Source: an optimization exercise on an open RTL-to-GDS flow (aim: small area and a short achievable clock period). Production flows keep margins and buffers that such runs may drop. In this exercise RTL edits were held to simulation tests only and were not proved equivalent to the original.

## JK
Design DCT_one_dimensional, start of the top module:
module DCT_one_dimensional
(
    input   wire                    sys_clk         ,
    input   wire                    sys_rst_n       ,
    input   wire                    start           ,
    input   wire            [95:0]  DCT_data_in     ,
    output  wire    signed  [11:0]  DCT_data_o_z0   ,
    output  wire    signed  [11:0]  DCT_data_o_z1   ,
    output  wire    signed  [11:0]  DCT_data_o_z2   ,
    output  wire    signed  [11:0]  DCT_data_o_z3   ,
    output  wire    signed  [11:0]  DCT_data_o_z4   ,
    output  wire    signed  [11:0]  DCT_data_o_z5   ,
    output  wire    signed  [11:0]  DCT_data_o_z6   ,
    output  wire    signed  [11:0]  DCT_data_o_z7   ,
    output  wire                    data_en
);
For scale: roughly 400 flip-flops, ~200 I/O pins, ~23000 um^2 of cells after synthesis.
==> flow/config.mk <==
export PLATFORM = sky130hd
export DESIGN_NAME = DCT_one_dimensional
export DESIGN_NICKNAME = DCT_one_dimensional
export VERILOG_FILES = /design/flow/design.v
export SDC_FILE = /design/flow/constraint.sdc
export NUM_CORES = 4
export LEC_CHECK = 0
export ABC_AREA = 1
export CAP_MARGIN = 20
export CORE_MARGIN = 2
export CORE_UTILIZATION = 40
export CTS_BUF_LIST = sky130_fd_sc_hd__clkbuf_8 sky130_fd_sc_hd__clkbuf_16
export CTS_CLUSTER_DIAMETER = 100
export CTS_CLUSTER_SIZE = 25
export SETUP_SLACK_MARGIN = 2.75
export SLEW_MARGIN = 20
==> flow/constraint.sdc <==
create_clock -name core_clock -period 5.0 [get_ports {sys_clk}]
set_input_delay 1.0000 -clock core_clock [delete_from_list [all_inputs] [get_ports {sys_clk}]]
set_output_delay 1.0000 -clock core_clock [all_outputs]
set_load 0.01 [all_outputs]
standard.sh (not shown) runs the stock make flow with config.mk's settings and CLKGATE_MAP_FILE= SYNTH_SCRIPT=/design/flow/synth_recipe.tcl, a recipe that flattens the netlist after the stock synthesis.
==> flow/flow/run.sh <==
#!/bin/bash
# The standard layout, with the I/O port buffers made from plain buffers
# (sky130_fd_sc_hd__buf_1) instead of the delay-cell buffers buffer_ports
# picks by default. Every port still gets its buffer.
set -euo pipefail
export BUFFER_PORTS_ARGS="-buffer_cell sky130_fd_sc_hd__buf_1"
bash standard.sh > standard.log 2>&1
Changes in MS relative to JK:
- CTS_CLUSTER_DIAMETER changed from 100 to 120
- CTS_CLUSTER_SIZE changed from 25 to 32
- SETUP_SLACK_MARGIN changed from 2.75 to 2.6
Results
Compared to JK, the routing of MS uses less wire. Re setup total negative slack: no difference whatsoever between MS and JK. The standard cells in MS occupy less silicon area than those in JK do. Delta (MS minus JK): worst setup slack shrank by 0.058 ns. Re area added between synthesis and finish: JK was higher than MS. For JK, the timing endpoint of the critical path was DA_z5_inst.v[10], unlike MS, where it was DA_z1_inst.v[11].

---

## onyx
DCT_one_dimensional, a different RTL version from the one above (not shown whole).
Size: ~3000 cells after synthesis, ~380 flip-flops, about 200 I/O pins, about 21000 um2 of cells after synthesis.
==> flow/config.mk <==
export PLATFORM = sky130hd
export DESIGN_NAME = DCT_one_dimensional
export DESIGN_NICKNAME = DCT_one_dimensional
export VERILOG_FILES = /design/flow/design.v
export SDC_FILE = /design/flow/constraint.sdc
export NUM_CORES = 4
export LEC_CHECK = 0
export ABC_AREA = 1
export CAP_MARGIN = 20
export CORE_MARGIN = 2
export CORE_UTILIZATION = 50
export CTS_BUF_LIST = sky130_fd_sc_hd__clkbuf_8 sky130_fd_sc_hd__clkbuf_16
export CTS_CLUSTER_DIAMETER = 100
export CTS_CLUSTER_SIZE = 25
export SETUP_SLACK_MARGIN = 2.7
export SLEW_MARGIN = 20
==> flow/constraint.sdc <==
create_clock -name core_clock -period 5.0 [get_ports {sys_clk}]
set_input_delay 1.0000 -clock core_clock [delete_from_list [all_inputs] [get_ports {sys_clk}]]
set_output_delay 1.0000 -clock core_clock [all_outputs]
set_load 0.01 [all_outputs]
Scripts as last shown in full above: flow/flow/run.sh
Setup changes, onyx to yarrow
# onyx
export LEC_CHECK = 0
export ABC_AREA = 1
export CAP_MARGIN = 20
export CORE_MARGIN = 2
export CORE_UTILIZATION = 50
export CTS_BUF_LIST = sky130_fd_sc_hd__clkbuf_8 sky130_fd_sc_hd__clkbuf_16
export CTS_CLUSTER_DIAMETER = 100
export CTS_CLUSTER_SIZE = 25
export SETUP_SLACK_MARGIN = 2.7
export SLEW_MARGIN = 20
create_clock -name core_clock -period 5.0 [get_ports {sys_clk}]
# yarrow
export LEC_CHECK = 0
export ABC_AREA = 1
export CAP_MARGIN = 5
export CORE_MARGIN = 2
export CORE_UTILIZATION = 40
export CTS_BUF_LIST = sky130_fd_sc_hd__clkbuf_8 sky130_fd_sc_hd__clkbuf_16
export CTS_CLUSTER_DIAMETER = 100
export CTS_CLUSTER_SIZE = 25
export SETUP_SLACK_MARGIN = 2.6
export SLEW_MARGIN = 5
create_clock -name core_clock -period 5.0 [get_ports {sys_clk}]
[summary]
yarrow finished every stage and its layout cleared the timing, design-rule and antenna checks.
onyx -> yarrow: core outline area increased by more than a quarter
yarrow and onyx ended up with nearly the same source-to-sink clock delay at the later pin of the worst-skew pair.
Post-route worst setup slack in yarrow is 0.085 ns higher than in onyx
Input-level comparison between lagoon and yarrow:
# yarrow
export LEC_CHECK = 0
export ABC_AREA = 1
export CAP_MARGIN = 5
export CORE_MARGIN = 2
export CORE_UTILIZATION = 40
export CTS_BUF_LIST = sky130_fd_sc_hd__clkbuf_8 sky130_fd_sc_hd__clkbuf_16
export CTS_CLUSTER_DIAMETER = 100
export CTS_CLUSTER_SIZE = 25
export SETUP_SLACK_MARGIN = 2.6
export SLEW_MARGIN = 5
create_clock -name core_clock -period 5.0 [get_ports {sys_clk}]
# lagoon
export LEC_CHECK = 0
export ABC_AREA = 1
export CAP_MARGIN = 20
export CORE_MARGIN = 2
export CORE_UTILIZATION = 45
export CTS_BUF_LIST = sky130_fd_sc_hd__clkbuf_8 sky130_fd_sc_hd__clkbuf_16
export CTS_CLUSTER_DIAMETER = 100
export CTS_CLUSTER_SIZE = 25
export SETUP_SLACK_MARGIN = 2.6
export SLEW_MARGIN = 20
create_clock -name core_clock -period 5.0 [get_ports {sys_clk}]
==> summary.txt <==
- In summary, lagoon completed successfully, with a layout that passed the timing, design-rule and antenna checks.
- Compared with yarrow, lagoon shows a lower signed area change from the synthesized netlist to the final layout.
- Of yarrow and lagoon, the lower number of well-tap cells placed belongs to lagoon.

---

Starting RTL as in the previous note.
export LEC_CHECK = 0
export ABC_AREA = 1
export CAP_MARGIN = 20
export CORE_MARGIN = 2
export CORE_UTILIZATION = 40
export CTS_BUF_LIST = sky130_fd_sc_hd__clkbuf_8 sky130_fd_sc_hd__clkbuf_16
export CTS_CLUSTER_DIAMETER = 100
export CTS_CLUSTER_SIZE = 28
export SETUP_SLACK_MARGIN = 2.6
export SLEW_MARGIN = 20
create_clock -name core_clock -period 5.0 [get_ports {sys_clk}]
Scripts as last shown in full above: flow/flow/run.sh
The baseline finished clean.
Next try:
Settings changed: CORE_UTILIZATION 40 to 50, CTS_CLUSTER_SIZE 28 to 25.
Critical path depth falls by 2.
Cell count goes down by 3.9%.
Area after synthesis does not change.
Via count rose by 2.1%.
Utilization goes up by 11 points.
Routed wire length climbs by 3.6%.
Synthesized cell count is unchanged.
Final area is about the same.
Die area came out lower by 20%.
Worst setup slack gets worse by 110 ps.
Next try:
Settings changed: CORE_UTILIZATION 50 to 40.
Critical path depth goes up by 2.
Wire length goes down by a few percent.
Setup slack improves by 110 ps.
Final area goes up slightly.
Hold slack degrades by 3.0 ps.
Area after synthesis stays the same.
Via count goes down by a few percent.
First-iteration DRC count goes up by about a fifth.
Next try:
Settings changed: SETUP_SLACK_MARGIN 2.6 to 2.7.
Result:
- The changed run passed the timing, design-rule and antenna checks
- area after synthesis stays the same
- register-to-register slack got worse by 30 ps
- global-route usage climbs by 0.10 points
- via count grows by 0.95%
- final area is higher by 1.9%
- maximum frequency went down by 1.4%
- clock-buffer cell count is unchanged

---

RTL: one of the versions met above, not the one the previous note started from.
Size: roughly 3200 cells after synthesis, roughly 200 I/O pins, about 23000 µm² of cells after synthesis.
==> flow/config.mk <==
export PLATFORM = sky130hd
export DESIGN_NAME = DCT_one_dimensional
export DESIGN_NICKNAME = DCT_one_dimensional
export VERILOG_FILES = /design/flow/design.v
export SDC_FILE = /design/flow/constraint.sdc
export NUM_CORES = 4
export LEC_CHECK = 0
export ABC_AREA = 1
export CAP_MARGIN = 20
export CORE_MARGIN = 2
export CORE_UTILIZATION = 55
export SETUP_SLACK_MARGIN = 2.7
export SLEW_MARGIN = 20
==> flow/constraint.sdc <==
create_clock -name core_clock -period 5.0 [get_ports {sys_clk}]
set_input_delay 1.0000 -clock core_clock [delete_from_list [all_inputs] [get_ports {sys_clk}]]
set_output_delay 1.0000 -clock core_clock [all_outputs]
set_load 0.01 [all_outputs]
Scripts as last shown in full above: flow/flow/run.sh
The baseline finished clean.
Then changed:
CORE_UTILIZATION = 40   (was 55)
CTS_BUF_LIST = sky130_fd_sc_hd__clkbuf_8 sky130_fd_sc_hd__clkbuf_16   (was default)
CTS_CLUSTER_DIAMETER = 100   (was default)
CTS_CLUSTER_SIZE = 25   (was default)
SETUP_SLACK_MARGIN = 2.45   (was 2.7)
=>
- register-to-register slack got worse by 0.13 ns
- flip-flop and latch count is unchanged
- first-iteration DRC count drops by 10%
- clock-buffer cell count goes down by 36
- clock skew fell by 0.016 ns
- routed wire length falls by 4.0%
- global-route usage shrinks by 8.7 points
- synthesized cell count does not change

---

DCT_one_dimensional again, from the RTL that the note above started with.
Design DCT_one_dimensional, start of the top module:
module DCT_one_dimensional
(
    input   wire                    sys_clk         ,
    input   wire                    sys_rst_n       ,
    input   wire                    start           ,
    input   wire            [95:0]  DCT_data_in     ,
    output  wire    signed  [11:0]  DCT_data_o_z0   ,
    output  wire    signed  [11:0]  DCT_data_o_z1   ,
    output  wire    signed  [11:0]  DCT_data_o_z2   ,
    output  wire    signed  [11:0]  DCT_data_o_z3   ,
    output  wire    signed  [11:0]  DCT_data_o_z4   ,
    output  wire    signed  [11:0]  DCT_data_o_z5   ,
    output  wire    signed  [11:0]  DCT_data_o_z6   ,
    output  wire    signed  [11:0]  DCT_data_o_z7   ,
    output  wire                    data_en
);
reg     [9:1]   st      ;
always @(posedge sys_clk or negedge sys_rst_n)
    if (sys_rst_n == 1'b0)
        st <= 9'd0;
    else
        st <= {st[8:1], start};
assign data_en = st[9];
reg             busy    ;
always @(posedge sys_clk or negedge sys_rst_n)
    if (sys_rst_n == 1'b0)
        busy <= 1'b0;
    else if (start == 1'b1)
        busy <= 1'b1;
    else if (st[5] == 1'b1)
        busy <= 1'b0;
wire    b_last  = st[6];
wire    r_last  = st[7];
wire    a_clr   = st[2];
reg     [95:0]  xs      ;
wire    [95:0]  xs_nxt  ;
  ...
export LEC_CHECK = 0
export ABC_AREA = 1
export CAP_MARGIN = 20
export CORE_MARGIN = 2
export CORE_UTILIZATION = 40
export SETUP_SLACK_MARGIN = 2.6
export SLEW_MARGIN = 20
create_clock -name core_clock -period 5.0 [get_ports {sys_clk}]
==> flow/flow/run.sh <==
#!/bin/bash
# The standard layout, with the I/O port buffers made from plain buffers
# (sky130_fd_sc_hd__buf_2) instead of the delay-cell buffers buffer_ports
# picks by default. Every port still gets its buffer.
set -euo pipefail
export BUFFER_PORTS_ARGS="-buffer_cell sky130_fd_sc_hd__buf_2"
bash standard.sh > standard.log 2>&1
Rerun with:
==> flow/flow/run.sh (replaced) <==
#!/bin/bash
# The standard layout, with the I/O port buffers made from plain buffers
# (sky130_fd_sc_hd__buf_1) instead of the delay-cell buffers buffer_ports
# picks by default. Every port still gets its buffer.
set -euo pipefail
export BUFFER_PORTS_ARGS="-buffer_cell sky130_fd_sc_hd__buf_1"
bash standard.sh > standard.log 2>&1
Outcome: Hold slack is better by 0.073 ns; design area decreases by 1.5%; core utilization decreases by 0.73 points; die area stays the same; wire length increases by 0.75%; global-route usage hardly moves; maximum frequency increases by 2.1%; setup slack is better by 0.050 ns; synthesized cell count is unchanged.

-- port drivers added, routing unchanged --
The results above use ideal ports. As a check the final layouts listed here were re-extracted and re-timed, cells and wires unchanged. Step 1 (the two cells are an assumption about what drives the block):
set clk [get_ports {sys_clk}]
set_driving_cell -lib_cell sky130_fd_sc_hd__clkbuf_16 $clk
set_driving_cell -lib_cell sky130_fd_sc_hd__buf_2 [delete_from_list [all_inputs] $clk]
Step 2 moves the port delays by t, midway between the first and last clock arrival at a register: inputs arrive t later, outputs are due t later. That takes back most of the time a late clock gives input paths. Three values: ideal ports, drivers, drivers and shift; two values: the first two.
run | t (ns) | setup slack, ns | slew at the worst register clock pin (ns) | worst slew at a driven data input, ns
JK | 0.627 | 2.718 / 2.718 / 2.718 | 0.11 / 0.11 | 0.06
MS | 0.600 | 2.660 / 2.660 / 2.660 | 0.12 / 0.12 | 0.05
onyx | 0.609 | 2.592 / 2.592 / 2.592 | 0.10 / 0.10 | 0.05
yarrow | 0.613 | 2.677 / 2.677 / 2.677 | 0.10 / 0.10 | 0.05
lagoon | 0.613 | 2.601 / 2.601 / 2.601 | 0.11 / 0.11 | 0.05
the first run of note 3 | 0.609 | 2.677 / 2.677 / 2.677 | 0.11 / 0.11 | 0.05
the second run of note 3 | 0.609 | 2.567 / 2.567 / 2.567 | 0.10 / 0.10 | 0.05
the third run of note 3 | 0.613 | 2.677 / 2.677 / 2.677 | 0.10 / 0.10 | 0.05
the fourth run of note 3 | 0.611 | 2.644 / 2.644 / 2.644 | 0.10 / 0.10 | 0.05
the first run of note 4 | 0.632 | 2.635 / 2.635 / 2.635 | 0.07 / 0.07 | 0.05
the second run of note 4 | 0.623 | 2.501 / 2.501 / 2.501 | 0.10 / 0.10 | 0.05
the first run of note 5 | 0.653 | 2.587 / 2.587 / 2.587 | 0.06 / 0.06 | 0.05
the second run of note 5 | 0.653 | 2.637 / 2.637 / 2.637 | 0.06 / 0.06 | 0.05
After both steps setup and hold are still met in every run listed.
